This is an optimization exercise on Yosys and OpenROAD, whose aim is small area, not a production implementation.
Function was checked by simulation only, so behaviour that the tests miss may differ from the original.
No driver is modelled on the clock port, so clock power and skew are understated where the tree is cut down; a real chip needs a root buffer or a tree.
Power is estimated from default activity; no workload was simulated.

==> module rc_receiver, before the edit <==
module rc_receiver (
  input  iCLK,        
  input  iRESETn,     
  input  rf_in,       
  output led,         
  output servo_pwm,   
  output esc_pwm      
);
localparam [7:0] DEF = 8'h64;
localparam [12:0] T0 = 13'h0800;     
localparam [12:0] TH = 13'h0036;     
localparam [8:0]  L0 = 9'd124;     
wire rst = ~iRESETn;
reg [12:0] tc;         
reg        in_prev;
reg [8:0]  lc;         
reg [3:0]  b;          
reg [2:0]  n;          
reg [7:0]  d2, d3;     
reg        err;        
reg        cy;         
reg        m;          
reg        m64;        
reg        ld;         
reg [7:0]  servo_val, esc_val;
reg        led_r;
wire [15:0] dd = {d3, d2};
wire samp  = &{~tc[11], tc[10], ~tc[9], ~tc[8], ~tc[7], ~tc[6], ~tc[5], ~tc[4], ~tc[3], ~tc[2], ~tc[1], ~tc[0]};                   
wire l300  = &{lc[8], ~lc[7], ~lc[6], ~lc[5], ~lc[4], ~lc[3], ~lc[2], ~lc[1], ~lc[0]};                   
wire idle  = &{~lc[8], ~lc[7], ~lc[6], ~lc[5], ~lc[4], ~lc[3], ~lc[2], ~lc[0]};                   
wire esat  = &{~dd[13], ~dd[12], dd[11], ~dd[10], dd[9], ~dd[8], ~dd[6], dd[5], dd[3], dd[1], ~dd[0]};                   
wire fail  = rf_in & idle & (cy | esat);          
wire enter = rf_in & ~idle & l300;                
wire idle_new = rf_in & (idle | l300);
wire act   = samp & ~idle_new;                    
wire count = samp & rf_in & idle & ~fail;         
wire sum_bit  = d2[0] ^ d3[0] ^ cy;
wire b0 = ~|b;                                    
wire b9 = b[3] & b[0];                            
wire k64      = b[1] & (b[2] | b[0]);             
wire data_bit = ~b0 & ~b9;
wire n01 = ~n[2] & ~n[1];                         
wire n2  = n[1] & ~n[0];
wire n3  = n[1] & n[0];
wire n4  = n[2];
wire stop = act & b9;
wire e9   = err | ~rf_in;                         
wire fend = stop & n4;
wire ok   = ~(e9 ? m64 : m);
wire set64_all = rst | samp & (fail | enter) | (fend & ~ok);
wire set64_2 = set64_all | (stop & e9 & n2);
wire set64_3 = set64_all | (stop & e9 & n3);
wire sh2 = act & data_bit & (n2 | n4);
wire sh3 = act & data_bit & (n3 | n4);
always @(posedge iCLK) begin
  if (rst) begin
    tc <= T0;
    lc <= L0;
    b <= 4'd0;
    n <= 3'd0;
    ld <= 1'b1;
    led_r <= 1'b0;
  end else begin
    ld <= samp & (fail | fend);
    if (!samp) begin
      tc <= (~rf_in & in_prev & idle) ? TH : {tc[11:0], ~(tc[12] ^ tc[5])};
      in_prev <= rf_in;
    end else begin
      tc <= {tc[11:0], tc[12] ^ tc[5]};
      lc <= rf_in ? {lc[7:0], lc[8] ^ lc[1] ^ l300} : L0;
      if (idle_new) begin
        b <= 4'd0;
        n <= 3'd0;
      end else begin
        b <= b9 ? 4'd0 : b + 4'd1;
        if (b9) n <= n4 ? 3'd0 : n + 3'd1;
      end
      if (fend & ok) led_r <= ~led_r;
    end
  end
end
always @(posedge iCLK) begin
  if (ld) begin
    servo_val <= d3;
    esc_val <= d2;
  end
  if (samp & idle_new) cy <= fail;
  if (set64_2) d2 <= DEF;
  else if (count) d2 <= {d3[0], d2[7:1]};
  else if (sh2) d2 <= {n4 ? d3[0] : rf_in, d2[7:1]};
  if (set64_3) d3 <= DEF;
  else if (count) d3 <= {d2[0] ^ d2[3], d3[7:1]};
  else if (sh3) d3 <= {n4 ? d2[0] : rf_in, d3[7:1]};
  if (act) begin
    if (b0) err <= rf_in;
    if (n01) begin
      if (b0) m <= (n[0] & m) | rf_in;
      else m <= m | ~rf_in;
    end
    if (n4) begin
      if (b0) begin
        cy <= 1'b0; m64 <= m;
      end else if (data_bit) begin
        cy <= (d2[0] & d3[0]) | (cy & (d2[0] ^ d3[0]));
        m <= m | (sum_bit ^ rf_in);
        m64 <= m64 | (sum_bit ^ k64);
      end
    end
  end
end
assign led = led_r & iRESETn;
YS_PWM pwm(.clk(iCLK), .rstn(iRESETn), .val_a(servo_val), .val_b(esc_val),
           .out_a(servo_pwm), .out_b(esc_pwm));
endmodule
Settings: LEC_CHECK=0, CAP_MARGIN=20, CORE_MARGIN=2, CORE_UTILIZATION=40, GPL_TIMING_DRIVEN=0, SLEW_MARGIN=20; clock period 20.8 ns.
standard.sh (not shown) runs the stock make flow with config.mk's settings and CLKGATE_MAP_FILE= SYNTH_SCRIPT=/design/flow/synth_recipe.tcl, a recipe that flattens the netlist after the stock synthesis.
==> flow/flow/run.sh <==
#!/bin/bash
# Layout flow: the standard layout (standard.sh, ORFS from synthesis to
# the final layout) with these changes:
#  - synthesis maps the combinational logic with area-oriented ABC scripts
#    (flow/abc_scripts.txt, through flow/synth.tcl, keeping the smallest
#    result) and leaves adders to ABC instead of mapping them to the library's
#    adder cells (ADDER_MAP_FILE empty); neither step touches the registers,
#    which stay the standard synthesis's;
#  - the input and output ports get buf_1 buffers;
#  - the clock tree is rebuilt after CTS by flow/clock_tree.tcl: a few large
#    leaf buffers driven from the clock port, one level for every flip-flop.
# Each tool's output goes to ORFS's logs under orfs/logs/; make's own output
# goes to flow.log in the work folder.
set -euo pipefail
W=$(pwd)
export MY_ABC_SCRIPTS="$W/flow/abc_scripts.txt"
export FLOW_SYNTH_TCL="$W/synth_recipe.tcl"
export MY_CLK_LEAVES=3
export MY_CLK_BUF=sky130_fd_sc_hd__clkbuf_16
bash standard.sh SYNTH_SCRIPT="$W/flow/synth.tcl" ADDER_MAP_FILE= \
  BUFFER_PORTS_ARGS="-inputs -outputs -buffer_cell sky130_fd_sc_hd__buf_1" \
  CTS_ARGS="-sink_clustering_enable -repair_clock_nets -dont_use_dummy_load -buf_list sky130_fd_sc_hd__clkbuf_8" \
  POST_CTS_TCL="$W/flow/clock_tree.tcl" \
  finish > "$W/flow.log" 2>&1
Other scripts of this flow, unchanged in this note and not shown: flow/flow/abc_scripts.txt, flow/flow/clock_tree.tcl, flow/flow/synth.tcl
The first run completed without violations.
Change:
--- a/flow/design.v
+++ b/flow/design.v
@@ -32,31 +32,32 @@
   output servo_pwm,   
   output esc_pwm      
 );
 localparam [7:0] DEF = 8'h64;
 localparam [12:0] T0 = 13'h0800;     
 localparam [12:0] TH = 13'h0036;     
-localparam [8:0]  L0 = 9'd124;     
+localparam [8:0]  L0 = 9'd19;     
 wire rst = ~iRESETn;
 reg [12:0] tc;         
 reg        in_prev;
 reg [8:0]  lc;         
+reg        idle;       
 reg [3:0]  b;          
 reg [2:0]  n;          
 reg [7:0]  d2, d3;     
 reg        err;        
+reg        bad;        
 reg        cy;         
 reg        m;          
 reg        m64;        
 reg        ld;         
 reg [7:0]  servo_val, esc_val;
 reg        led_r;
 wire [15:0] dd = {d3, d2};
 wire samp  = &{~tc[11], tc[10], ~tc[9], ~tc[8], ~tc[7], ~tc[6], ~tc[5], ~tc[4], ~tc[3], ~tc[2], ~tc[1], ~tc[0]};                   
-wire l300  = &{lc[8], ~lc[7], ~lc[6], ~lc[5], ~lc[4], ~lc[3], ~lc[2], ~lc[1], ~lc[0]};                   
-wire idle  = &{~lc[8], ~lc[7], ~lc[6], ~lc[5], ~lc[4], ~lc[3], ~lc[2], ~lc[0]};                   
+wire l300  = &{~lc[7], ~lc[5], ~lc[4], ~lc[3], ~lc[2], ~lc[0]};                   
 wire esat  = &{~dd[13], ~dd[12], dd[11], ~dd[10], dd[9], ~dd[8], ~dd[6], dd[5], dd[3], dd[1], ~dd[0]};                   
 wire fail  = rf_in & idle & (cy | esat);          
 wire enter = rf_in & ~idle & l300;                
 wire idle_new = rf_in & (idle | l300);
 wire act   = samp & ~idle_new;                    
 wire count = samp & rf_in & idle & ~fail;         
@@ -69,34 +70,36 @@
 wire n2  = n[1] & ~n[0];
 wire n3  = n[1] & n[0];
 wire n4  = n[2];
 wire stop = act & b9;
 wire e9   = err | ~rf_in;                         
 wire fend = stop & n4;
-wire ok   = ~(e9 ? m64 : m);
+wire ok   = ~bad & ~(e9 ? m64 : m);
 wire set64_all = rst | samp & (fail | enter) | (fend & ~ok);
 wire set64_2 = set64_all | (stop & e9 & n2);
 wire set64_3 = set64_all | (stop & e9 & n3);
 wire sh2 = act & data_bit & (n2 | n4);
 wire sh3 = act & data_bit & (n3 | n4);
 always @(posedge iCLK) begin
   if (rst) begin
     tc <= T0;
     lc <= L0;
+    idle <= 1'b0;
     b <= 4'd0;
     n <= 3'd0;
     ld <= 1'b1;
     led_r <= 1'b0;
   end else begin
     ld <= samp & (fail | fend);
     if (!samp) begin
       tc <= (~rf_in & in_prev & idle) ? TH : {tc[11:0], ~(tc[12] ^ tc[5])};
       in_prev <= rf_in;
     end else begin
       tc <= {tc[11:0], tc[12] ^ tc[5]};
-      lc <= rf_in ? {lc[7:0], lc[8] ^ lc[1] ^ l300} : L0;
+      lc <= rf_in ? {lc[7:0], lc[8] ^ lc[1]} : L0;
+      idle <= idle_new;
       if (idle_new) begin
         b <= 4'd0;
         n <= 3'd0;
       end else begin
         b <= b9 ? 4'd0 : b + 4'd1;
         if (b9) n <= n4 ? 3'd0 : n + 3'd1;
@@ -104,31 +107,31 @@
       if (fend & ok) led_r <= ~led_r;
     end
   end
 end
 always @(posedge iCLK) begin
   if (ld) begin
-    servo_val <= d3;
-    esc_val <= d2;
+    servo_val <= d2;
+    esc_val <= d3;
   end
   if (samp & idle_new) cy <= fail;
   if (set64_2) d2 <= DEF;
   else if (count) d2 <= {d3[0], d2[7:1]};
-  else if (sh2) d2 <= {n4 ? d3[0] : rf_in, d2[7:1]};
+  else if (sh2) d2 <= {n4 ? d2[0] : rf_in, d2[7:1]};
   if (set64_3) d3 <= DEF;
   else if (count) d3 <= {d2[0] ^ d2[3], d3[7:1]};
-  else if (sh3) d3 <= {n4 ? d2[0] : rf_in, d3[7:1]};
+  else if (sh3) d3 <= {n4 ? d3[0] : rf_in, d3[7:1]};
   if (act) begin
     if (b0) err <= rf_in;
     if (n01) begin
-      if (b0) m <= (n[0] & m) | rf_in;
-      else m <= m | ~rf_in;
+      if (b0) bad <= (n[0] & bad) | rf_in;
+      else bad <= bad | ~rf_in;
     end
     if (n4) begin
       if (b0) begin
-        cy <= 1'b0; m64 <= m;
+        cy <= 1'b0; m <= 1'b0; m64 <= 1'b0;
       end else if (data_bit) begin
         cy <= (d2[0] & d3[0]) | (cy & (d2[0] ^ d3[0]));
         m <= m | (sum_bit ^ rf_in);
         m64 <= m64 | (sum_bit ^ k64);
       end
     end
Effect:
- clock power came out lower by about 2%
- fmax is about the same
- final area came out higher by 1.4%
- worst setup slack stays flat
- combinational power came out higher by 31%
- global-route usage came out lower by 1.0 points
- routed wire length came out higher by 0.80%
- total power came out higher by 3.3%
- synthesized cell count came out higher by 2.9%
- hold slack is about the same
- final cell count came out higher by 2.9%
In every run of this note, the design's own scripts or RTL, not TritonCTS, make the clock network.

## separate check: timing with driven ports
Ports are ideal in the flow. The routed layouts listed here were re-timed in OpenROAD.
Step 1 assumes that a clkbuf_16 drives the clock port and a buf_2 every other input.
Step 2 times the ports against the registers' clock, not the clock port: input delays grow and output delays shrink by t, the midpoint of the rising clock arrivals with the driver on.
Slacks: no drivers / after step 1 / after step 2; pairs: no drivers / after step 1.
run | shift t [ns] | slack for setup (ns) | worst setup path at the end
the first run | 0.232 | 10.193 / 10.166 / 10.166 | input to output
the second run | 0.230 | 10.193 / 10.167 / 10.167 | input to output
After both steps every run listed still meets setup and hold. The setup slack of the first run, which loses most, moves by -0.027 ns with the drivers and by -0.027 ns with both steps.
